What follows belongs to an exercise in optimizing a design on an open flow for small area; a production flow would make more cautious choices.
The RTL was checked by simulation tests, not by an equivalence proof against the original design.
Power is estimated from default activity; no workload was simulated.

--- flow/run.sh ---
#!/bin/bash
# Own layout flow: the standard synthesis, then the combinational logic
# re-mapped by ABC for area (flip-flops keep their cells and names), then
# the standard floorplan-to-finish flow on the re-mapped netlist, with
# the port buffers made of the smallest buffer cell.
set -euo pipefail
W=$(pwd)
RES=$W/orfs/results/${FLOW_PLATFORM}/klotski/base
LIB=$FLOW_HOME/platforms/${FLOW_PLATFORM}/lib/sky130_fd_sc_hd__tt_025C_1v80.lib

bash standard.sh synth > $W/synth.log 2>&1
cp $RES/1_2_yosys.v $W/standard_synth.v

# ABC scripts: plain area mapping, and deep AIG synthesis (four random
# seeds) followed by area mapping; keep the smallest result
for s in amap deep0 deep1 deep2 deep3; do
    if [[ $s == deep* ]]; then
        sed "s/&deepsyn -T 300/\&deepsyn -T 300 -S ${s#deep}/" $W/flow/deep.abc > $W/$s.abc
    else
        cp $W/flow/$s.abc $W/$s.abc
    fi
    REMAP_LIB=$LIB REMAP_IN=$W/standard_synth.v REMAP_TOP=$FLOW_TOP \
    REMAP_SCRIPT=$W/$s.abc REMAP_STAT=$W/remap_$s.txt REMAP_OUT=$W/remapped_$s.v \
        yosys -c $W/flow/remap.tcl > $W/remap_$s.log 2>&1 &
done
wait
area() { awk '/Chip area/ {print $NF; f = 1} END {if (!f) print 1e99}' $1 2>/dev/null || echo 1e99; }
best=amap
for s in deep0 deep1 deep2 deep3; do
    if awk -v a=$(area $W/remap_$s.txt) -v b=$(area $W/remap_$best.txt) 'BEGIN{exit !(a < b)}'; then best=$s; fi
done
for s in amap deep0 deep1 deep2 deep3; do echo "remap $s: $(area $W/remap_$s.txt)"; done > $W/remap_choice.txt
echo "chosen: $best" >> $W/remap_choice.txt
cp $W/remapped_$best.v $RES/1_2_yosys.v
rm -f $RES/1_synth.odb $RES/1_synth.sdc
# clock tree: sink clustering as set in config.mk, without dummy balancing loads
export CTS_ARGS='-sink_clustering_enable -repair_clock_nets -sink_clustering_size 20 -sink_clustering_max_diameter 45 -dont_use_dummy_load -buf_list {sky130_fd_sc_hd__clkbuf_8}'
BUFFER_PORTS_ARGS="-buffer_cell sky130_fd_sc_hd__buf_1" bash standard.sh finish > $W/layout.log 2>&1
--- flow/amap.abc ---
strash
dch -f
amap
strash
dch -f
amap
strash
dch -f
amap
strash
dch -f
amap
strash
dch -f
amap
strash
dch -f
amap
topo
--- flow/deep.abc ---
strash
&get -n
&deepsyn -T 300
&put
dch -f
amap
strash
dch -f
amap
strash
dch -f
amap
strash
dch -f
amap
strash
dch -f
amap
topo
--- flow/remap.tcl ---
# Re-map the combinational logic of the standard synthesis netlist for area.
# The flip-flops and tie cells keep their cell types and instance names.
yosys -import
set lib     $::env(REMAP_LIB)
set netlist $::env(REMAP_IN)
set top     $::env(REMAP_TOP)
set script  $::env(REMAP_SCRIPT)

# cells ABC must not use: the platform's don't-use cells (lpflow_*, probes)
set dont_use {}
set fh [open $lib r]
while {[gets $fh line] >= 0} {
    if {[regexp {^\s*cell\s*\(\s*"?(sky130_fd_sc_hd__(lpflow_|probe)[A-Za-z0-9_]*)"?\s*\)} $line -> name]} {
        lappend dont_use -dont_use $name
    }
}
close $fh

read_liberty -ignore_miss_func $lib
# sequential, tie and multi-output cells stay as they are
foreach c {sky130_fd_sc_hd__edfxtp_1 sky130_fd_sc_hd__dfxtp_1 sky130_fd_sc_hd__conb_1} {
    blackbox $c
}
read_verilog $netlist
hierarchy -top $top
flatten
hierarchy -top $top
# the wires flattening made for the old cells' pins get private names
yosys rename -hide w:_*_.*
opt_clean -purge
abc -liberty $lib -script $script {*}$dont_use
opt_clean -purge
read_liberty -lib -overwrite $lib
hilomap -singleton -hicell sky130_fd_sc_hd__conb_1 HI -locell sky130_fd_sc_hd__conb_1 LO
splitnets
opt_clean -purge
yosys rename -enumerate -pattern remap_%
insbuf -buf sky130_fd_sc_hd__buf_1 A X
check -assert
tee -o $::env(REMAP_STAT) stat -liberty $lib
write_verilog -noattr -nohex -nodec $::env(REMAP_OUT)
--- standard.sh ---
#!/bin/bash
# synth_recipe.tcl (not shown) runs the flow's synth.tcl, then flattens the netlist and writes it again
# the make line also repeats each setting of config.mk as NAME=value (left out here)
make -C /OpenROAD-flow-scripts/flow DESIGN_CONFIG=/design/flow/config.mk WORK_HOME=/design/flow/orfs CLKGATE_MAP_FILE= SYNTH_SCRIPT=/design/flow/synth_recipe.tcl "${@:-finish}"
--- config.mk ---
export PLATFORM = sky130hd
export DESIGN_NAME = klotski
export DESIGN_NICKNAME = klotski
export VERILOG_FILES = /design/flow/design.v
export SDC_FILE = /design/flow/constraint.sdc
export NUM_CORES = 4
export LEC_CHECK = 0
export ABC_AREA = 1
export CAP_MARGIN = 0
export CORE_MARGIN = 2
export CORE_UTILIZATION = 70
export SLEW_MARGIN = 0
--- constraint.sdc ---
create_clock -name core_clock -period 15.0 [get_ports {clk}]
set_input_delay 3.0000 -clock core_clock [delete_from_list [all_inputs] [get_ports {clk}]]
set_output_delay 3.0000 -clock core_clock [all_outputs]
set_load 0.01 [all_outputs]
--- design.v ---
module MUX2T1_5(input S, input [4:0] D0, input [4:0] D1, output [4:0] Dout);
    assign Dout = S ? D1 : D0;
endmodule
module init_rom(input [2:0] mode, input [4:0] a, output reg [4:0] d);
    always @(*) begin
        case ({mode, a})
            8'd0: d = 5'd7;
            8'd1: d = 5'd1;
            8'd2: d = 5'd2;
            8'd3: d = 5'd9;
            8'd4: d = 5'd8;
            8'd5: d = 5'd3;
            8'd6: d = 5'd4;
            8'd7: d = 5'd10;
            8'd8: d = 5'd11;
            8'd9: d = 5'd5;
            8'd10: d = 5'd6;
            8'd11: d = 5'd13;
            8'd12: d = 5'd12;
            8'd13: d = 5'd15;
            8'd14: d = 5'd15;
            8'd15: d = 5'd14;
            8'd16: d = 5'd15;
            8'd17: d = 5'd0;
            8'd18: d = 5'd0;
            8'd19: d = 5'd15;
            8'd20: d = 5'd8;
            8'd21: d = 5'd3;
            8'd22: d = 5'd4;
            8'd23: d = 5'd10;
            8'd24: d = 5'd11;
            8'd25: d = 5'd5;
            8'd26: d = 5'd6;
            8'd27: d = 5'd13;
            8'd28: d = 5'd12;
            8'd29: d = 5'd15;
            8'd30: d = 5'd15;
            8'd31: d = 5'd14;
            8'd32: d = 5'd7;
            8'd33: d = 5'd1;
            8'd34: d = 5'd2;
            8'd35: d = 5'd9;
            8'd36: d = 5'd8;
            8'd37: d = 5'd3;
            8'd38: d = 5'd4;
            8'd39: d = 5'd10;
            8'd40: d = 5'd15;
            8'd41: d = 5'd5;
            8'd42: d = 5'd6;
            8'd43: d = 5'd15;
            8'd44: d = 5'd11;
            8'd45: d = 5'd15;
            8'd46: d = 5'd15;
            8'd47: d = 5'd13;
            8'd48: d = 5'd12;
            8'd49: d = 5'd0;
            8'd50: d = 5'd0;
            8'd51: d = 5'd14;
            8'd52: d = 5'd8;
            8'd53: d = 5'd3;
            8'd54: d = 5'd4;
            8'd55: d = 5'd10;
            8'd56: d = 5'd15;
            8'd57: d = 5'd5;
            8'd58: d = 5'd6;
            8'd59: d = 5'd15;
            8'd60: d = 5'd11;
            8'd61: d = 5'd15;
            8'd62: d = 5'd15;
            8'd63: d = 5'd13;
            8'd64: d = 5'd7;
            8'd65: d = 5'd1;
            8'd66: d = 5'd2;
            8'd67: d = 5'd9;
            8'd68: d = 5'd8;
            8'd69: d = 5'd3;
            8'd70: d = 5'd4;
            8'd71: d = 5'd10;
            8'd72: d = 5'd15;
            8'd73: d = 5'd15;
            8'd74: d = 5'd15;
            8'd75: d = 5'd15;
            8'd76: d = 5'd11;
            8'd77: d = 5'd5;
            8'd78: d = 5'd6;
            8'd79: d = 5'd13;
            8'd80: d = 5'd12;
            8'd81: d = 5'd0;
            8'd82: d = 5'd0;
            8'd83: d = 5'd14;
            8'd84: d = 5'd8;
            8'd85: d = 5'd3;
            8'd86: d = 5'd4;
            8'd87: d = 5'd10;
            8'd88: d = 5'd15;
            8'd89: d = 5'd15;
            8'd90: d = 5'd15;
            8'd91: d = 5'd15;
            8'd92: d = 5'd11;
            8'd93: d = 5'd5;
            8'd94: d = 5'd6;
            8'd95: d = 5'd13;
            8'd96: d = 5'd15;
            8'd97: d = 5'd1;
            8'd98: d = 5'd2;
            8'd99: d = 5'd15;
            8'd100: d = 5'd7;
            8'd101: d = 5'd3;
            8'd102: d = 5'd4;
            8'd103: d = 5'd9;
            8'd104: d = 5'd8;
            8'd105: d = 5'd5;
            8'd106: d = 5'd6;
            8'd107: d = 5'd10;
            8'd108: d = 5'd11;
            8'd109: d = 5'd15;
            8'd110: d = 5'd15;
            8'd111: d = 5'd13;
            8'd112: d = 5'd12;
            8'd113: d = 5'd0;
            8'd114: d = 5'd0;
            8'd115: d = 5'd14;
            8'd116: d = 5'd7;
            8'd117: d = 5'd3;
            8'd118: d = 5'd4;
            8'd119: d = 5'd9;
            8'd120: d = 5'd8;
            8'd121: d = 5'd5;
            8'd122: d = 5'd6;
            8'd123: d = 5'd10;
            8'd124: d = 5'd11;
            8'd125: d = 5'd15;
            8'd126: d = 5'd15;
            8'd127: d = 5'd13;
            8'd128: d = 5'd1;
            8'd129: d = 5'd2;
            8'd130: d = 5'd7;
            8'd131: d = 5'd9;
            8'd132: d = 5'd3;
            8'd133: d = 5'd4;
            8'd134: d = 5'd8;
            8'd135: d = 5'd10;
            8'd136: d = 5'd5;
            8'd137: d = 5'd6;
            8'd138: d = 5'd15;
            8'd139: d = 5'd15;
            8'd140: d = 5'd11;
            8'd141: d = 5'd13;
            8'd142: d = 5'd15;
            8'd143: d = 5'd15;
            8'd144: d = 5'd12;
            8'd145: d = 5'd14;
            8'd146: d = 5'd0;
            8'd147: d = 5'd0;
            8'd148: d = 5'd3;
            8'd149: d = 5'd4;
            8'd150: d = 5'd8;
            8'd151: d = 5'd10;
            8'd152: d = 5'd5;
            8'd153: d = 5'd6;
            8'd154: d = 5'd15;
            8'd155: d = 5'd15;
            8'd156: d = 5'd11;
            8'd157: d = 5'd13;
            8'd158: d = 5'd15;
            8'd159: d = 5'd15;
            8'd160: d = 5'd7;
            8'd161: d = 5'd1;
            8'd162: d = 5'd2;
            8'd163: d = 5'd9;
            8'd164: d = 5'd8;
            8'd165: d = 5'd3;
            8'd166: d = 5'd4;
            8'd167: d = 5'd10;
            8'd168: d = 5'd0;
            8'd169: d = 5'd11;
            8'd170: d = 5'd13;
            8'd171: d = 5'd0;
            8'd172: d = 5'd15;
            8'd173: d = 5'd12;
            8'd174: d = 5'd14;
            8'd175: d = 5'd15;
            8'd176: d = 5'd15;
            8'd177: d = 5'd5;
            8'd178: d = 5'd6;
            8'd179: d = 5'd15;
            8'd180: d = 5'd8;
            8'd181: d = 5'd3;
            8'd182: d = 5'd4;
            8'd183: d = 5'd10;
            8'd184: d = 5'd0;
            8'd185: d = 5'd11;
            8'd186: d = 5'd13;
            8'd187: d = 5'd0;
            8'd188: d = 5'd15;
            8'd189: d = 5'd12;
            8'd190: d = 5'd14;
            8'd191: d = 5'd15;
            8'd192: d = 5'd0;
            8'd193: d = 5'd0;
            8'd194: d = 5'd0;
            8'd195: d = 5'd0;
            8'd196: d = 5'd0;
            8'd197: d = 5'd0;
            8'd198: d = 5'd0;
            8'd199: d = 5'd0;
            8'd200: d = 5'd0;
            8'd201: d = 5'd0;
            8'd202: d = 5'd0;
            8'd203: d = 5'd0;
            8'd204: d = 5'd0;
            8'd205: d = 5'd0;
            8'd206: d = 5'd0;
            8'd207: d = 5'd0;
            8'd208: d = 5'd0;
            8'd209: d = 5'd0;
            8'd210: d = 5'd0;
            8'd211: d = 5'd0;
            8'd212: d = 5'd0;
            8'd213: d = 5'd0;
            8'd214: d = 5'd0;
            8'd215: d = 5'd0;
            8'd216: d = 5'd0;
            8'd217: d = 5'd0;
            8'd218: d = 5'd0;
            8'd219: d = 5'd0;
            8'd220: d = 5'd0;
            8'd221: d = 5'd0;
            8'd222: d = 5'd0;
            8'd223: d = 5'd0;
            8'd224: d = 5'd0;
            8'd225: d = 5'd0;
            8'd226: d = 5'd0;
            8'd227: d = 5'd0;
            8'd228: d = 5'd0;
            8'd229: d = 5'd0;
            8'd230: d = 5'd0;
            8'd231: d = 5'd0;
            8'd232: d = 5'd0;
            8'd233: d = 5'd0;
            8'd234: d = 5'd0;
            8'd235: d = 5'd0;
            8'd236: d = 5'd0;
            8'd237: d = 5'd0;
            8'd238: d = 5'd0;
            8'd239: d = 5'd0;
            8'd240: d = 5'd0;
            8'd241: d = 5'd0;
            8'd242: d = 5'd0;
            8'd243: d = 5'd0;
            8'd244: d = 5'd0;
            8'd245: d = 5'd0;
            8'd246: d = 5'd0;
            8'd247: d = 5'd0;
            8'd248: d = 5'd0;
            8'd249: d = 5'd0;
            8'd250: d = 5'd0;
            8'd251: d = 5'd0;
            8'd252: d = 5'd0;
            8'd253: d = 5'd0;
            8'd254: d = 5'd0;
            8'd255: d = 5'd0;
            default: d = 5'd0;
        endcase
    end
endmodule
module board_ram(
    input            clk,
    input            clr,
    input            we,
    input      [4:0] a,
    input      [4:0] d,
    output     [4:0] spo
);
    wire [3:0] hi = 4'd1 << a[4:3];
    wire [7:0] lo = 8'd1 << a[2:0];
    wire [3:0] hiw = (hi & {4{we}}) | {4{clr}};
    wire [7:0] low = lo | {8{clr}};
    wire [4:0] wd  = d & {5{~clr}};
    reg  [159:0] q;
    integer i, j, k;
    always @(posedge clk)
        for (i = 0; i < 32; i = i + 1)
            if (hiw[i / 8] & low[i % 8]) q[i*5 +: 5] <= wd;
    reg [4:0] g, r;
    always @(*) begin
        r = 5'd0;
        for (j = 0; j < 4; j = j + 1) begin
            g = 5'd0;
            for (k = 0; k < 8; k = k + 1) g = g | (q[(8*j+k)*5 +: 5] & {5{lo[k]}});
            r = r | (g & {5{hi[j]}});
        end
    end
    assign spo = r;
endmodule
module control(
    input             clk,
    input             rst,
    input       [2:0] mode,
    input       [9:0] col,
    input       [8:0] row,
    input      [11:0] Din,
    input             test,
    input       [4:0] testnum,
    input       [4:0] testnum2,
    input       [4:0] keyCode,
    input             keyReady,
    input       [4:0] RAMData,    
    input       [4:0] locout,     
    output reg [11:0] Dout,
    output reg        DisplayMux,
    output     [15:0] DisplaySerial,
    output            rdn_o,
    output      [4:0] RAMaddr,    
    output reg  [4:0] SyncAddr,
    output reg  [4:0] RAMwrite,
    output reg  [4:0] RAMaddr2,
    output reg  [4:0] locin,
    output reg  [2:0] ROMmux2,
    output            RAMMux_o,   
    output            RAMMux2_o,  
    output            RAMMux3_o,  
    output            RAMaddrEN_o,
    output            RAMaddrEN2_o,
    output     [12:0] ROMaddr
);
    localparam [4:0] IDLE = 5'd31;
    reg         Reseting;   
    reg         first;      
    reg  [3:0]  state;
    reg  [1:0]  dir;        
    reg  [4:0]  step;       
    reg  [11:0] counter;
    reg         judge, wasReady, rdn;
    reg         RAMMux, RAMMux2, RAMaddrEN2;
    wire moving   = (step != IDLE);
    assign rdn_o        = rdn;
    assign RAMMux_o     = RAMMux;
    assign RAMMux2_o    = RAMMux2;
    assign RAMMux3_o    = RAMMux & RAMaddrEN2;
    assign RAMaddrEN_o  = RAMMux & (RAMMux2 | RAMaddrEN2);
    assign RAMaddrEN2_o = RAMaddrEN2;
    assign DisplaySerial = {state, counter};
    wire [4:0] L = locout;
    reg  [4:0] off;
    reg        blocked;
    always @(*) begin
        case (dir)
            2'd0: begin off = 5'd28; blocked = (L[4:2] == 3'd0); end
            2'd1: begin off = 5'd4;  blocked = (L[4:2] == 3'd4); end
            2'd2: begin off = 5'd31; blocked = (L[1:0] == 2'd0); end
            default: begin off = 5'd1; blocked = (L[1:0] == 2'd3); end
        endcase
    end
    wire [4:0] Lo    = L + off;
    wire       empty = (RAMData == 5'd0);
    localparam [1:0] BIG = 2'd0, HOR = 2'd1, VER = 2'd2, SMALL = 2'd3;
    wire [1:0] cls = (state == 4'd0) ? BIG : (state == 4'd1) ? HOR :
                     (state <= 4'd5) ? VER : SMALL;
    function [4:0] piece_id(input [1:0] c, input [3:0] s, input [1:0] i);
        begin
            case (c)
                BIG:     piece_id = {3'd0, i} + 5'd1;
                HOR:     piece_id = {4'd0, i[0]} + 5'd5;
                VER:     piece_id = {s, 1'b0} + {4'd0, i[0]} + 5'd3;
                default: piece_id = {1'b0, s} + 5'd9;
            endcase
        end
    endfunction
    reg       a_set, w_zero, w_lo, w_j10;
    reg [1:0] a_idx, w_idx;
    always @(*) begin
        a_set = 1'b0; a_idx = 2'd0; w_zero = 1'b1; w_idx = 2'd0; w_lo = 1'b0; w_j10 = 1'b0;
        case (step)
        5'd0: begin
            a_set = 1'b1;
            case (cls)
                BIG:     a_idx = (dir == 2'd1) ? 2'd2 : (dir == 2'd3) ? 2'd1 : 2'd0;
                HOR:     a_idx = (dir == 2'd3) ? 2'd1 : 2'd0;
                VER:     a_idx = (dir == 2'd1) ? 2'd1 : 2'd0;
                default: a_idx = 2'd0;
            endcase
        end
        5'd2: begin
            case (cls)
                BIG:     begin a_set = 1'b1; a_idx = (dir == 2'd0) ? 2'd1 : (dir == 2'd2) ? 2'd2 : 2'd3; end
                HOR:     begin a_set = !dir[1]; a_idx = 2'd1; end
                VER:     begin a_set = dir[1]; a_idx = 2'd1; end
                default: ;
            endcase
        end
        5'd4: begin
            a_set = 1'b1;
            case (cls)
                BIG: begin
                    w_zero = 1'b0;
                    case (dir)
                        2'd0: begin w_idx = 2'd3; a_idx = 2'd0; end
                        2'd1: begin w_idx = 2'd1; a_idx = 2'd2; end
                        2'd2: begin w_idx = 2'd3; a_idx = 2'd0; end
                        default: begin w_idx = 2'd2; a_idx = 2'd1; end
                    endcase
                end
                HOR: begin
                    w_zero = !dir[1];
                    w_idx = {1'b0, ~dir[0]};
                    a_idx = {1'b0, dir == 2'd2};
                end
                VER: begin
                    w_zero = dir[1];
                    w_idx = {1'b0, dir == 2'd0};
                    a_idx = {1'b0, dir == 2'd0};
                end
                default: ;
            endcase
        end
        5'd5: begin
            if (cls == SMALL) begin
                w_lo = 1'b1; w_j10 = 1'b1; w_zero = 1'b0;
            end else begin
                a_set = 1'b1;
                case (cls)
                    BIG: begin
                        w_zero = 1'b0;
                        case (dir)
                            2'd0: begin w_idx = 2'd2; a_idx = 2'd3; end
                            2'd1: begin w_idx = 2'd0; a_idx = 2'd1; end
                            2'd2: begin w_idx = 2'd1; a_idx = 2'd3; end
                            default: begin w_idx = 2'd0; a_idx = 2'd2; end
                        endcase
                    end
                    HOR:     a_idx = {1'b0, dir != 2'd2};
                    default: a_idx = {1'b0, dir != 2'd0};
                endcase
            end
        end
        5'd6: begin
            case (cls)
                BIG: begin
                    a_set = 1'b1;
                    a_idx = (dir == 2'd0) ? 2'd2 : (dir == 2'd2) ? 2'd1 : 2'd0;
                end
                HOR: begin
                    w_lo = 1'b1; w_zero = 1'b0;
                    w_idx = {1'b0, dir != 2'd2};
                    if (dir[1]) w_j10 = 1'b1;
                    else a_set = 1'b1;
                end
                default: begin
                    w_lo = 1'b1; w_zero = 1'b0;
                    w_idx = {1'b0, dir != 2'd0};
                    if (dir[1]) a_set = 1'b1;
                    else w_j10 = 1'b1;
                end
            endcase
        end
        5'd7: begin
            if (cls == BIG) begin
                a_set = 1'b1;
                a_idx = (dir == 2'd0) ? 2'd1 : (dir == 2'd2) ? 2'd2 : 2'd3;
            end else begin
                w_lo = 1'b1; w_zero = 1'b0; w_j10 = 1'b1;
            end
        end
        5'd8: begin
            w_lo = 1'b1; w_zero = 1'b0; a_set = 1'b1;
            case (dir)
                2'd0: begin w_idx = 2'd1; a_idx = 2'd0; end
                2'd1: begin w_idx = 2'd3; a_idx = 2'd2; end
                2'd2: begin w_idx = 2'd2; a_idx = 2'd0; end
                default: begin w_idx = 2'd3; a_idx = 2'd1; end
            endcase
        end
        5'd9: begin
            w_lo = 1'b1; w_zero = 1'b0;
            w_idx = (dir == 2'd1) ? 2'd2 : (dir == 2'd3) ? 2'd1 : 2'd0;
        end
        5'd10: a_set = 1'b1;
        5'd12: begin a_set = (cls != SMALL); a_idx = 2'd1; end
        5'd14: begin a_set = (cls == BIG); a_idx = 2'd2; end
        5'd16: begin a_set = 1'b1; a_idx = 2'd3; end
        default: ;
        endcase
    end
    wire [4:0] a_id = piece_id(cls, state, a_idx);
    wire [4:0] w_id = w_zero ? 5'd0 : piece_id(cls, state, w_idx);
    wire inboard = !test && col < 10'd496 && col > 10'd143 && row < 9'd460 && row > 9'd19;
    wire [1:0] y = !inboard ? 2'd0 : (col < 10'd232) ? 2'd0 : (col < 10'd320) ? 2'd1 : (col < 10'd408) ? 2'd2 : 2'd3;
    wire [2:0] x = !inboard ? 3'd0 : (row < 9'd108) ? 3'd0 : (row < 9'd196) ? 3'd1 : (row < 9'd284) ? 3'd2 : (row < 9'd372) ? 3'd3 : 3'd4;
    assign RAMaddr = {x, y};
    wire m = (col[8:0] < 9'd144);
    wire k = (row < 9'd20);
    reg [9:0] C;
    always @(*) begin
        case ({x, y})
            5'd0:    C = {k, 2'b00, m, 6'd0} + 10'd786;
            default: C = 10'd786 + {x, 3'b000} * 10'd7 - {8'd0, y} * 10'd11;
        endcase
    end
    wire [9:0] rsum = {4'd0, col[8:3]} + {1'b0, row} + {row, 1'b0} + {row[6:0], 3'b000} + C;
    assign ROMaddr = {rsum, col[2:0]};
    wire [4:0] rel = RAMData - piece_id(cls, state, 2'd0);
    reg status;
    always @(*) begin
        case (cls)
            BIG:     status = (rel[4:2] == 3'd0);
            HOR:     status = (rel[4:1] == 4'd0);
            VER:     status = (rel[4:1] == 4'd0);
            default: status = (rel == 5'd0);
        endcase
        Dout = inboard ? (Din ^ {12{status}}) : 12'd0;
    end
    always @(posedge clk) begin
        if (!test) begin
            if (rst) begin
                Reseting <= 1'b1;
                first <= 1'b1;
                RAMMux <= 1'b1; RAMMux2 <= 1'b0; RAMaddrEN2 <= 1'b1;
                ROMmux2 <= mode;
                SyncAddr <= 5'd0;
                locin <= 5'd0;
                counter <= 12'd0;
                judge <= 1'b0;
                DisplayMux <= 1'b0;
                state <= 4'd6;
                dir <= 2'd0;
                step <= IDLE;
                wasReady <= 1'b0;
                rdn <= 1'b0;
                RAMaddr2 <= 5'd0;
                RAMwrite <= 5'd0;
            end else if (Reseting) begin
                first <= 1'b0;
                SyncAddr <= locin + {4'd0, ~first};
                locin <= locin + {4'd0, ~first};
                if (!first && locin == 5'd18) Reseting <= 1'b0;
            end else begin
                if (!judge) begin
                    RAMMux <= 1'b0; RAMMux2 <= 1'b0; RAMaddrEN2 <= 1'b0;
                    if (RAMaddr == 5'd17) judge <= 1'b1;
                end else begin
                    DisplayMux <= (RAMData == 5'd3);
                    judge <= 1'b0;
                end
                wasReady <= keyReady;
                rdn <= 1'b0;
                if (moving) begin
                    RAMMux  <= (step >= 5'd1 && step <= 5'd9);
                    RAMMux2 <= (step >= 5'd4 && step <= 5'd9);
                    RAMaddrEN2 <= (step == 5'd11 || step == 5'd13 || step == 5'd15 ||
                                   (step == 5'd17 && state == 4'd0));
                    step <= step + 5'd1;
                    case (step)
                        5'd1, 5'd3: begin
                            if (blocked) step <= IDLE;
                            else SyncAddr <= Lo;
                        end
                        5'd2: begin
                            if (!empty) step <= IDLE;
                            else if (a_set) RAMaddr2 <= a_id;
                        end
                        5'd4, 5'd5, 5'd6, 5'd7, 5'd8, 5'd9: begin
                            if (step == 5'd4 && !empty) step <= IDLE;
                            else begin
                                SyncAddr <= w_lo ? Lo : L;
                                RAMwrite <= w_id;
                                if (a_set) RAMaddr2 <= a_id;
                                if (w_j10) step <= 5'd10;
                            end
                        end
                        5'd11, 5'd13, 5'd15: locin <= Lo;
                        5'd12, 5'd14: begin
                            if (a_set) RAMaddr2 <= a_id;
                            else step <= 5'd17;
                        end
                        5'd17: begin
                            if (state == 4'd0) locin <= Lo;
                            step <= IDLE;
                            counter <= counter + 12'd1;
                        end
                        default: if (a_set) RAMaddr2 <= a_id;  
                    endcase
                end else if (!wasReady && keyReady) begin
                    rdn <= 1'b1;
                    case (keyCode)
                        5'hc: state <= (state == 4'd0) ? 4'd9 : state - 4'd1;
                        5'he: state <= (state == 4'd9) ? 4'd0 : state + 4'd1;
                        5'h5: begin dir <= 2'd0; step <= 5'd0; end
                        5'hd: begin dir <= 2'd1; step <= 5'd0; end
                        5'h8: begin dir <= 2'd2; step <= 5'd0; end
                        5'ha: begin dir <= 2'd3; step <= 5'd0; end
                        default: ;
                    endcase
                end else begin
                    RAMMux <= 1'b0; RAMMux2 <= 1'b0; RAMaddrEN2 <= 1'b0;
                end
            end
        end else begin
            RAMMux <= 1'b1; RAMMux2 <= 1'b0; RAMaddrEN2 <= 1'b0;
            SyncAddr <= testnum;
            RAMaddr2 <= testnum2;
        end
    end
endmodule
module klotski(
    input         clk,
    input         rst,
    input  [2:0]  mode,
    input  [4:0]  keyCode,
    input         keyReady,
    input  [9:0]  col,
    input  [8:0]  row,
    input  [11:0] Din,
    input         test,
    input  [4:0]  testnum,
    input  [4:0]  testnum2,
    output [11:0] Dout,
    output [4:0]  ROMmux,
    output [12:0] ROMaddr,
    output        DisplayMux,
    output        rdn,
    output [15:0] DisplaySerial,
    output [4:0]  cur_q,
    output [4:0]  loc_q
);
    wire [4:0] RAMData, RAMaddr, SyncAddr, RAMwrite, locout, RAMaddr2, locin;
    wire       RAMaddrEN, RAMMux, RAMMux2, RAMaddrEN2, RAMMux3;
    wire [2:0] ROMmux2;
    wire [4:0] init_d, cur_a, cur_d, loc_a;
    control u_control(
        .clk(clk), .rst(rst), .mode(mode), .col(col), .row(row), .Din(Din),
        .test(test), .testnum(testnum), .testnum2(testnum2),
        .keyCode(keyCode), .keyReady(keyReady),
        .RAMData(RAMData), .locout(locout),
        .Dout(Dout), .DisplayMux(DisplayMux), .DisplaySerial(DisplaySerial), .rdn_o(rdn),
        .RAMaddr(RAMaddr), .SyncAddr(SyncAddr), .RAMwrite(RAMwrite), .RAMaddr2(RAMaddr2),
        .locin(locin), .ROMmux2(ROMmux2),
        .RAMMux_o(RAMMux), .RAMMux2_o(RAMMux2), .RAMMux3_o(RAMMux3),
        .RAMaddrEN_o(RAMaddrEN), .RAMaddrEN2_o(RAMaddrEN2),
        .ROMaddr(ROMaddr)
    );
    init_rom u_init(.mode(ROMmux2), .a(SyncAddr), .d(init_d));
    MUX2T1_5 u_mux_cur_a(.S(RAMMux),  .D0(RAMaddr),  .D1(SyncAddr), .Dout(cur_a));
    MUX2T1_5 u_mux_cur_d(.S(RAMMux2), .D0(init_d),   .D1(RAMwrite), .Dout(cur_d));
    MUX2T1_5 u_mux_loc_a(.S(RAMMux3), .D0(RAMaddr2), .D1(cur_d),    .Dout(loc_a));
    board_ram u_current (.clk(clk), .clr(rst), .we(RAMaddrEN),  .a(cur_a), .d(cur_d), .spo(RAMData));
    board_ram u_location(.clk(clk), .clr(rst), .we(RAMaddrEN2), .a(loc_a), .d(locin), .spo(locout));
    assign ROMmux = RAMData;
    assign cur_q  = RAMData;
    assign loc_q  = locout;
endmodule
==> results of run 1 <==
-- registers in the layout (all words and copies together) (netlist names), 2 cells and up --
name	count
u_current.q	160
u_location.q	160
u_control.counter	12
u_control.step	5
u_control.SyncAddr	5
u_control.state	4
u_control.ROMmux2	3
u_control.RAMwrite	5
u_control.dir	2
u_control.RAMaddr2	5
u_control.locin	5
-- layout make-up --
cell class	count	share of cell area, %
Inverter	129	2.647
Tap cell	319	2.182
Sequential cell	375	61.40
Multi-Input combinational cell	935	28.48
Timing Repair Buffer	124	2.962
Clock buffer	31	2.333
-- layer usage --
layer,part of all wire [%],GRT usage (%)
met1,37,47.42
met2,46,53.70
met3,13,7.111
met4,3.6,12.15
met5,0,0
-- metrics by stage --
step | std cells | setup WS (ns) | hold WS (ns) | power, µW | utilization, %
5_1_grt | 1913 | 1.350 | 0.6341 | 2305 | 77.46
6_report | 1913 | 1.898 | 0.6216 | 2225 | 77.46
4_1_cts | 1913 | 2.266 | 0.6158 | 2214 | 77.46
2_1_floorplan | 1449 | 4.051 | 0.5321 | 1586 | -
3_3_place_gp | 1882 | 2.745 | 0.5934 | 1742 | 75.66
3_5_place_dp | 1882 | 2.308 | 0.6035 | 1755 | 75.66
-- power breakdown --
part / switching (µW) / total, µW / internal, µW
registers: 32.9 / 1290 / 1260
clock network: 294 / 477 / 183
logic: 327 / 457 / 130
total: 654 / 2220 / 1570
-- final timing paths --
path / from / end / slack, ns / cells past startpoint
setup / recovery: row[3] / Dout[5] / 1.90 / 31
hold / removal: u_control.counter[11]$_SDFFCE_PP0P_ / u_control.counter[11]$_SDFFCE_PP0P_ / 0.62 / 1
hold reg to reg: u_control.counter[11]$_SDFFCE_PP0P_ / u_control.counter[11]$_SDFFCE_PP0P_ / 0.62 / 1
setup reg to reg: u_control.SyncAddr[2]$_DFFE_PP_ / u_control.step[4]$_SDFFCE_PP1P_ / 6.27 / 38
-- cells in the final DEF (no fill, tap or decap), drive strengths merged, types with 2 or more instances in the layout --
cell type	n
a221oi	29
a21o	7
o22ai	39
a222oi	52
a31oi	38
a22oi	28
a311oi	2
edfxtp	372
a32o	2
a2111oi	6
or2	7
o22a	3
o311a	2
clkinv	129
o221a	4
nor4	10
or3	4
dfxtp	3
and3	8
a21oi	58
clkbuf	32
a22o	14
nor3	38
o32ai	3
a211oi	14
nor2	246
o221ai	10
buf	123
a32oi	5
nor2b	6
o21a	9
o21ai	125
a221o	3
o21bai	2
nand3	29
and2	2
nand2	114
o31ai	2
==> results.ini, run 1 <==
[placed_design]
placed_area_mm2=0.01786
hpwl_um=30160
gp_congestion=0.9611
port_buffers=104

[setup_path]
crit_family=simple AND/OR/NAND/NOR gates
arrival_ns=10.10
cpPeakStageDelay_ns=0.77
start_kind=input port
endpoint_kind=output pin
cp.buffers_inverters=9
path_class=input port to output pin
cp_slowest_cell=nor4_1
critPathMaxFanout=12
required_ns=12.00

[final_layout]
n_fill_cell=1546
multi_input_area_mm2=0.005209
layout-drive-gt1-share_pct=4.141
antennaDiodeCount=0
fin_nets=1649
seqCellArea_mm2=0.01123
syn2layout_area_growth_pct=8.137
finalInstanceArea_mm2=0.01829

[clocking]
cts_buffers=31
clk_path_buf_depth=3
clk_pin_slew_worst_paths_ns=0.07
clock-root-buffer=clkbuf_8
cts_tree=done
cts_hold_buf=0
clock_sinks=375
cts_resized=0
post_cts_buffers=0
htreeDepth=1
insertion_delay_ns=0.62

[global_route]
grt_usage_pct=33.88
grt_pass1_wl_um=67210
grt_pass1_vias=12330
antenna_found_initial=0
grt_max_degree=53
overflow=0

[die]
die_width_um=159.5
io_pins=111
start_util_pct=71.64
rows=56
dieArea_mm2=0.02542
die_h_um=159.5
coreArea_mm2=0.02361

[timing]
slew_headroom_pct=8.482
slew_viol_final=0
fin_crit_ns=13.10
finalCritPeriodShare_pct=87.35
tns_ns=0
setup_violations=0
fmax_ghz=0.07632
worst_slew_pin_slew_ns=1.371
fin_worst_skew_ns=0.04324
hold_viol_final=0
rsz0062_at_grt=false

[route]
drc=0
ant_nets=0
vias=13290
vias_per_cell=6.945
wl_um=43440
first_pass_iters=9
wl_per_cell_um=22.71
drt_iter0_markers=2246

[run_status]
status=no timing/DRC/antenna violations

[power_and_ir_drop]
cellPowerDensity_mw_per_mm2=121.6
power.leakage_uw=0.005998
vdd_drop_max_mv=0.1119

[yosys]
synthCells=1449
synth_fp_nets=1502
synth-warning-count=3
syn-cell-area_mm2=0.01691
avgSynthCellArea_um2=11.67

[hold_path]
hp-class=flop to flop

[flow_run]
max_cap_violations=0

==> run 2, diff against run 1 <==
--- a/flow/run.sh
+++ b/flow/run.sh
@@ -34,5 +34,5 @@
 cp $W/remapped_$best.v $RES/1_2_yosys.v
 rm -f $RES/1_synth.odb $RES/1_synth.sdc
 # clock tree: sink clustering as set in config.mk, without dummy balancing loads
-export CTS_ARGS='-sink_clustering_enable -repair_clock_nets -sink_clustering_size 20 -sink_clustering_max_diameter 45 -dont_use_dummy_load -buf_list {sky130_fd_sc_hd__clkbuf_8}'
+export CTS_ARGS='-sink_clustering_enable -repair_clock_nets -sink_clustering_size 20 -sink_clustering_max_diameter 45 -dont_use_dummy_load -buf_list {sky130_fd_sc_hd__clkbuf_4 sky130_fd_sc_hd__clkbuf_8}'
 BUFFER_PORTS_ARGS="-buffer_cell sky130_fd_sc_hd__buf_1" bash standard.sh finish > $W/layout.log 2>&1
==> run 2 against run 1 <==
  * Utilization unchanged
  * Highest routed layer unchanged
  * Count of clock-buffer cells in the layout unchanged
  * Cell count unchanged
==> results.ini, run 2 <==
[die]
dieArea_mm2=0.02542  ; unchanged
die_width_um=159.5  ; unchanged
coreArea_mm2=0.02361  ; unchanged
io_pins=111  ; unchanged
rows=56  ; unchanged
die_h_um=159.5  ; unchanged
start_util_pct=71.64  ; unchanged

[placed_design]
placed_area_mm2=0.01786  ; unchanged
port_buffers=104  ; unchanged
gp_congestion=0.9611  ; unchanged
hpwl_um=30160  ; unchanged

[final_layout]
fin_nets=1649  ; unchanged
finalInstanceArea_mm2=0.01829  ; unchanged
antennaDiodeCount=0  ; unchanged
layout-drive-gt1-share_pct=4.141  ; unchanged
syn2layout_area_growth_pct=8.137  ; unchanged
final_common_cell=edfxtp_1  ; unchanged
fin_util_pct=77.46  ; unchanged
reg_top3=u_current.q: 160 flops, u_location.q: 160 flops, u_control.counter: 12 flops  ; unchanged
layout_common_cells=edfxtp_1 (372), nor2_1 (236), clkinv_1 (129)  ; unchanged

[timing]
setup_violations=0  ; unchanged
hold_viol_final=0  ; unchanged
fin_worst_skew_ns=0.04324  ; unchanged
tns_ns=0  ; unchanged
fmax_ghz=0.07632  ; unchanged
fin_crit_ns=13.10  ; unchanged
finalCritPeriodShare_pct=87.35  ; unchanged
slew_viol_final=0  ; unchanged
slew_headroom_pct=8.482  ; unchanged
worst_slew_pin_slew_ns=1.371  ; unchanged
rsz0062_at_grt=false  ; unchanged

[global_route]
overflow=0  ; unchanged
grt_pass1_wl_um=67210  ; unchanged
grt_pass1_vias=12330  ; unchanged
antenna_found_initial=0  ; unchanged
grt_max_degree=53  ; unchanged
grt_usage_pct=33.88  ; unchanged

[setup_path]
r2r-end=u_control.step[4]$_SDFFCE_PP1P_  ; unchanged
required_ns=12.00  ; about the same
reg2reg_depth=38  ; unchanged
critPathCapture=Dout[5]  ; unchanged
cpPeakStageDelay_ns=0.77  ; about the same
endpoint_kind=output pin  ; unchanged
critPathMaxFanout=12  ; unchanged
cp_slowest_cell=nor4_1  ; unchanged
arrival_ns=10.10  ; about the same
rr_startpoint=u_control.SyncAddr[2]$_DFFE_PP_  ; unchanged
startpoint=row[3]  ; unchanged
reg2reg_setup_slack_ns=6.27  ; about the same
start_kind=input port  ; unchanged
path_class=input port to output pin  ; unchanged

[route]
wl_um=43440  ; unchanged
vias_per_cell=6.945  ; unchanged
drc=0  ; unchanged
drt_iter0_markers=2246  ; unchanged
first_pass_iters=9  ; unchanged
wl_per_cell_um=22.71  ; unchanged
vias=13290  ; unchanged
ant_nets=0  ; unchanged

[hold_path]
whs_path_depth=1  ; unchanged
hp-class=flop to flop  ; unchanged

[yosys]
avgSynthCellArea_um2=11.67  ; unchanged
syn-cell-area_mm2=0.01691  ; unchanged
synthCells=1449  ; unchanged
synth_fp_nets=1502  ; unchanged
synth-warning-count=3  ; unchanged

[clocking]
cts_buffers=31  ; unchanged
htreeDepth=1  ; unchanged
clock_sinks=375  ; unchanged
clk_pin_slew_worst_paths_ns=0.07  ; about the same
clk_path_buf_depth=3  ; unchanged
insertion_delay_ns=0.62  ; about the same
cts_tree=done  ; unchanged
clock-root-buffer=clkbuf_8  ; unchanged
cts_resized=0  ; unchanged
cts_hold_buf=0  ; unchanged
post_cts_buffers=0  ; unchanged

[flow_run]
max_cap_violations=0  ; unchanged

[power_and_ir_drop]
power.leakage_uw=0.005998  ; unchanged
cellPowerDensity_mw_per_mm2=121.6  ; unchanged
vdd_drop_max_mv=0.1119  ; unchanged
power_uw=2225  ; unchanged

[run_status]
status=no timing/DRC/antenna violations  ; unchanged

run 2: report_power, final:
group | total [µW] | internal (µW) | switching, µW
clock network | 477 | 183 | 294
logic | 457 | 130 | 327
registers | 1290 | 1260 | 32.9
run 2: worst min-delay path by stage:
stage                                                   start                                  end  slack [ns]
after floorplan                u_control.RAMMux2$_SDFFE_PP0P_       u_control.RAMMux2$_SDFFE_PP0P_        0.53
after global placement    u_control.counter[11]$_SDFFCE_PP0P_  u_control.counter[11]$_SDFFCE_PP0P_        0.59
after detailed placement  u_control.counter[11]$_SDFFCE_PP0P_  u_control.counter[11]$_SDFFCE_PP0P_        0.60
after CTS                 u_control.counter[11]$_SDFFCE_PP0P_  u_control.counter[11]$_SDFFCE_PP0P_        0.62
after global routing      u_control.counter[11]$_SDFFCE_PP0P_  u_control.counter[11]$_SDFFCE_PP0P_        0.63
final                     u_control.counter[11]$_SDFFCE_PP0P_  u_control.counter[11]$_SDFFCE_PP0P_        0.62
run 2: layout make-up:
| class | count | area (µm²) |
|---|---|---|
| fillers | 1546 | 5321 |
| multi-input cells | 935 | 5209 |
| inverters | 129 | 484.2 |
| repair buffers | 124 | 541.8 |
| well taps | 319 | 399.1 |
| flip-flops and latches | 375 | 11230 |
| clock buffers | 31 | 426.7 |
run 2: metal layers:
metal	track usage, %	wire, µm	vias to the layer above
li1	-	-	5962
met1	47.42	16270	6186
met2	53.70	20130	1012
met3	7.111	5482	125
met4	12.15	1557	0
met5	0	0	-
run 2: worst max-delay path: cells and delay by family:
family | cells | cell delay (ns)
AO/OA/AOI/OAI | 10 | 2.31
buffers and inverters | 9 | 1.85
AND/OR/NAND/NOR | 12 | 2.93
run 2: stage by stage:
stage          hold slack, ns  setup slack [ns]  cells
2_1_floorplan          0.5321             4.051   1449
3_3_place_gp           0.5934             2.745   1882
3_5_place_dp           0.6035             2.308   1882
4_1_cts                0.6158             2.266   1913
5_1_grt                0.6341             1.350   1913
6_report               0.6216             1.898   1913
==> run 3, diff against run 2 <==
--- a/flow/run.sh
+++ b/flow/run.sh
@@ -34,5 +34,5 @@
 cp $W/remapped_$best.v $RES/1_2_yosys.v
 rm -f $RES/1_synth.odb $RES/1_synth.sdc
 # clock tree: sink clustering as set in config.mk, without dummy balancing loads
-export CTS_ARGS='-sink_clustering_enable -repair_clock_nets -sink_clustering_size 20 -sink_clustering_max_diameter 45 -dont_use_dummy_load -buf_list {sky130_fd_sc_hd__clkbuf_4 sky130_fd_sc_hd__clkbuf_8}'
+export CTS_ARGS='-sink_clustering_enable -repair_clock_nets -sink_clustering_size 24 -sink_clustering_max_diameter 50 -dont_use_dummy_load -buf_list {sky130_fd_sc_hd__clkbuf_8}'
 BUFFER_PORTS_ARGS="-buffer_cell sky130_fd_sc_hd__buf_1" bash standard.sh finish > $W/layout.log 2>&1
==> run 3 against run 2 <==
  * Flip-flop and latch count stayed put
  * Area after synthesis did not move
  * Global-route usage is 0.12 points higher
  * Non-clock buffer count unchanged
  * Total power down 0.16%
  * Clock power down 0.8%
  * Routed wire length increased by 0.56%
  * Critical path depth is the same
  * Critical endpoint unchanged
  * Largest cell class unchanged
==> results.ini, run 3 <==
[route]
drc=0  ; unchanged
wl_per_cell_um=22.85  ; was 22.71 µm
first_pass_iters=8  ; was 9
drt_iter0_markers=2368  ; was 2246
wl_um=43680  ; was 43440 µm
vias_per_cell=6.991  ; was 6.945
vias=13370  ; was 13290
ant_nets=0  ; unchanged

[timing]
setup_violations=0  ; unchanged
tns_ns=0  ; unchanged
fin_worst_skew_ns=0.05383  ; was 0.04324 ns
finalCritPeriodShare_pct=87.99  ; was 87.35%
hold_viol_final=0  ; unchanged
setup_slack_ns=1.802  ; was 1.898 ns
fin_crit_ns=13.20  ; was 13.10 ns
worst_slew_pin_slew_ns=1.340  ; was 1.371 ns
fmax_ghz=0.07577  ; was 0.07632 GHz
rsz0062_at_grt=false  ; unchanged
slew_headroom_pct=10.60  ; was 8.482%
slew_viol_final=0  ; unchanged

[final_layout]
fin_nets=1648  ; was 1649
finalInstanceArea_mm2=0.01828  ; was 0.01829 mm²
antennaDiodeCount=0  ; unchanged
layout_common_cells=edfxtp_1 (372), nor2_1 (236), clkinv_1 (129)  ; unchanged
reg_top3=u_current.q: 160 flops, u_location.q: 160 flops, u_control.counter: 12 flops  ; unchanged
syn2layout_area_growth_pct=8.055  ; was 8.137%
final_common_cell=edfxtp_1  ; unchanged
layout-drive-gt1-share_pct=4.080  ; was 4.141%
fin_util_pct=77.41  ; was 77.46%

[setup_path]
cpPeakStageDelay_ns=0.79  ; was 0.77 ns
required_ns=12.00  ; about the same
arrival_ns=10.20  ; was 10.10 ns
crit_family=simple AND/OR/NAND/NOR gates  ; unchanged
start_kind=input port  ; unchanged
cp.buffers_inverters=9  ; unchanged
endpoint_kind=output pin  ; unchanged
cp_slowest_cell=nor4_1  ; unchanged
critPathMaxFanout=12  ; unchanged
path_class=input port to output pin  ; unchanged

[clocking]
cts_resized=0  ; unchanged
insertion_delay_ns=0.61  ; was 0.62 ns
cts_tree=done  ; unchanged
htreeDepth=1  ; unchanged
clock_sinks=375  ; unchanged
post_cts_buffers=0  ; unchanged
cts_hold_buf=0  ; unchanged
clock-root-buffer=clkbuf_8  ; unchanged
cts_buffers=30  ; was 31
clk_path_buf_depth=3  ; unchanged
clk_pin_slew_worst_paths_ns=0.08  ; was 0.07 ns

[global_route]
grt_pass1_wl_um=67430  ; was 67210 µm
grt_usage_pct=34.00  ; was 33.88%
antenna_found_initial=0  ; unchanged
overflow=0  ; unchanged
grt_pass1_vias=12300  ; was 12330
grt_max_degree=53  ; unchanged

[die]
rows=56  ; unchanged
io_pins=111  ; unchanged
coreArea_mm2=0.02361  ; unchanged
dieArea_mm2=0.02542  ; unchanged
start_util_pct=71.64  ; unchanged
die_width_um=159.5  ; unchanged
die_h_um=159.5  ; unchanged

[placed_design]
port_buffers=104  ; unchanged
preCtsSetupSlack_ns=2.308  ; unchanged
gp_congestion=0.9611  ; unchanged
hpwl_um=30160  ; unchanged
placed_area_mm2=0.01786  ; unchanged

[power_and_ir_drop]
cellPowerDensity_mw_per_mm2=121.5  ; was 121.6 mW/mm²
vdd_drop_max_mv=0.1087  ; was 0.1119 mV
power.leakage_uw=0.005991  ; was 0.005998 µW

[yosys]
avgSynthCellArea_um2=11.67  ; unchanged
synth_fp_nets=1502  ; unchanged
synthCells=1449  ; unchanged
syn-cell-area_mm2=0.01691  ; unchanged
synth-warning-count=3  ; unchanged

[flow_run]
max_cap_violations=0  ; unchanged

[run_status]
status=no timing/DRC/antenna violations  ; unchanged

[hold_path]
hp-class=flop to flop  ; unchanged

## run 3: layout make-up
| class | count | area (µm²) |
|---|---|---|
| Inverter | 129 | 484.2 |
| Fill cell | 1531 | 5335 |
| Timing Repair Buffer | 124 | 541.8 |
| Clock buffer | 30 | 412.9 |
| Sequential cell | 375 | 11230 |
| Tap cell | 319 | 399.1 |
| Multi-Input combinational cell | 935 | 5209 |
## run 3: metrics by stage
stage	instances	hold slack [ns]	power, µW
2_1_floorplan	1449	0.5321	1586
3_5_place_dp	1882	0.6035	1755
3_3_place_gp	1882	0.5934	1742
5_1_grt	1912	0.6347	2298
4_1_cts	1912	0.6164	2209
6_report	1912	0.6186	2221
## run 3: power breakdown
group | switching [µW] | internal (µW)
clock network | 296 | 177
logic | 328 | 130
registers | 32.8 | 1260
## run 3: final timing paths
| check | end | cells past startpoint | startpoint | slack, ns |
|---|---|---|---|---|
| hold reg to reg | u_control.counter[11]$_SDFFCE_PP0P_ | 1 | u_control.counter[11]$_SDFFCE_PP0P_ | 0.62 |
| setup reg to reg | u_control.step[4]$_SDFFCE_PP1P_ | 38 | u_control.SyncAddr[2]$_DFFE_PP_ | 6.10 |
| hold / removal | u_control.counter[11]$_SDFFCE_PP0P_ | 1 | u_control.counter[11]$_SDFFCE_PP0P_ | 0.62 |
| setup / recovery | Dout[5] | 31 | row[3] | 1.80 |
## run 3: layer usage
metal,track usage [%],part of all wire (%)
met1,47.77,38
met2,53.52,46
met3,6.929,12
met4,12.89,3.9
met5,0,0

[static timing again, ports no longer ideal]
No port has a modelled driver above. Below, the same layouts with a new extraction and two added sets of constraints.
Step 1: set_driving_cell puts a clkbuf_16 on clk and a buf_2 on each other input, an assumption about the parent block.
Step 2 also shifts input and output timing later by t, the mid clock arrival at the registers, as if the neighbouring blocks saw the same clock.
a / b / c = no drivers / after step 1 / after step 2; a / b = the first two.
run | shift t [ns] | setup slack, ns | clock arrival spread, ns | worst register clock-pin slew, ns
run 1 | 0.638 | 1.898 / 1.864 / 1.864 | 0.054 / 0.054 | 0.12 / 0.12
run 2 | 0.638 | 1.898 / 1.864 / 1.864 | 0.054 / 0.054 | 0.12 / 0.12
run 3 | 0.639 | 1.802 / 1.768 / 1.768 | 0.072 / 0.072 | 0.12 / 0.12
After both steps every run listed still meets setup and hold.
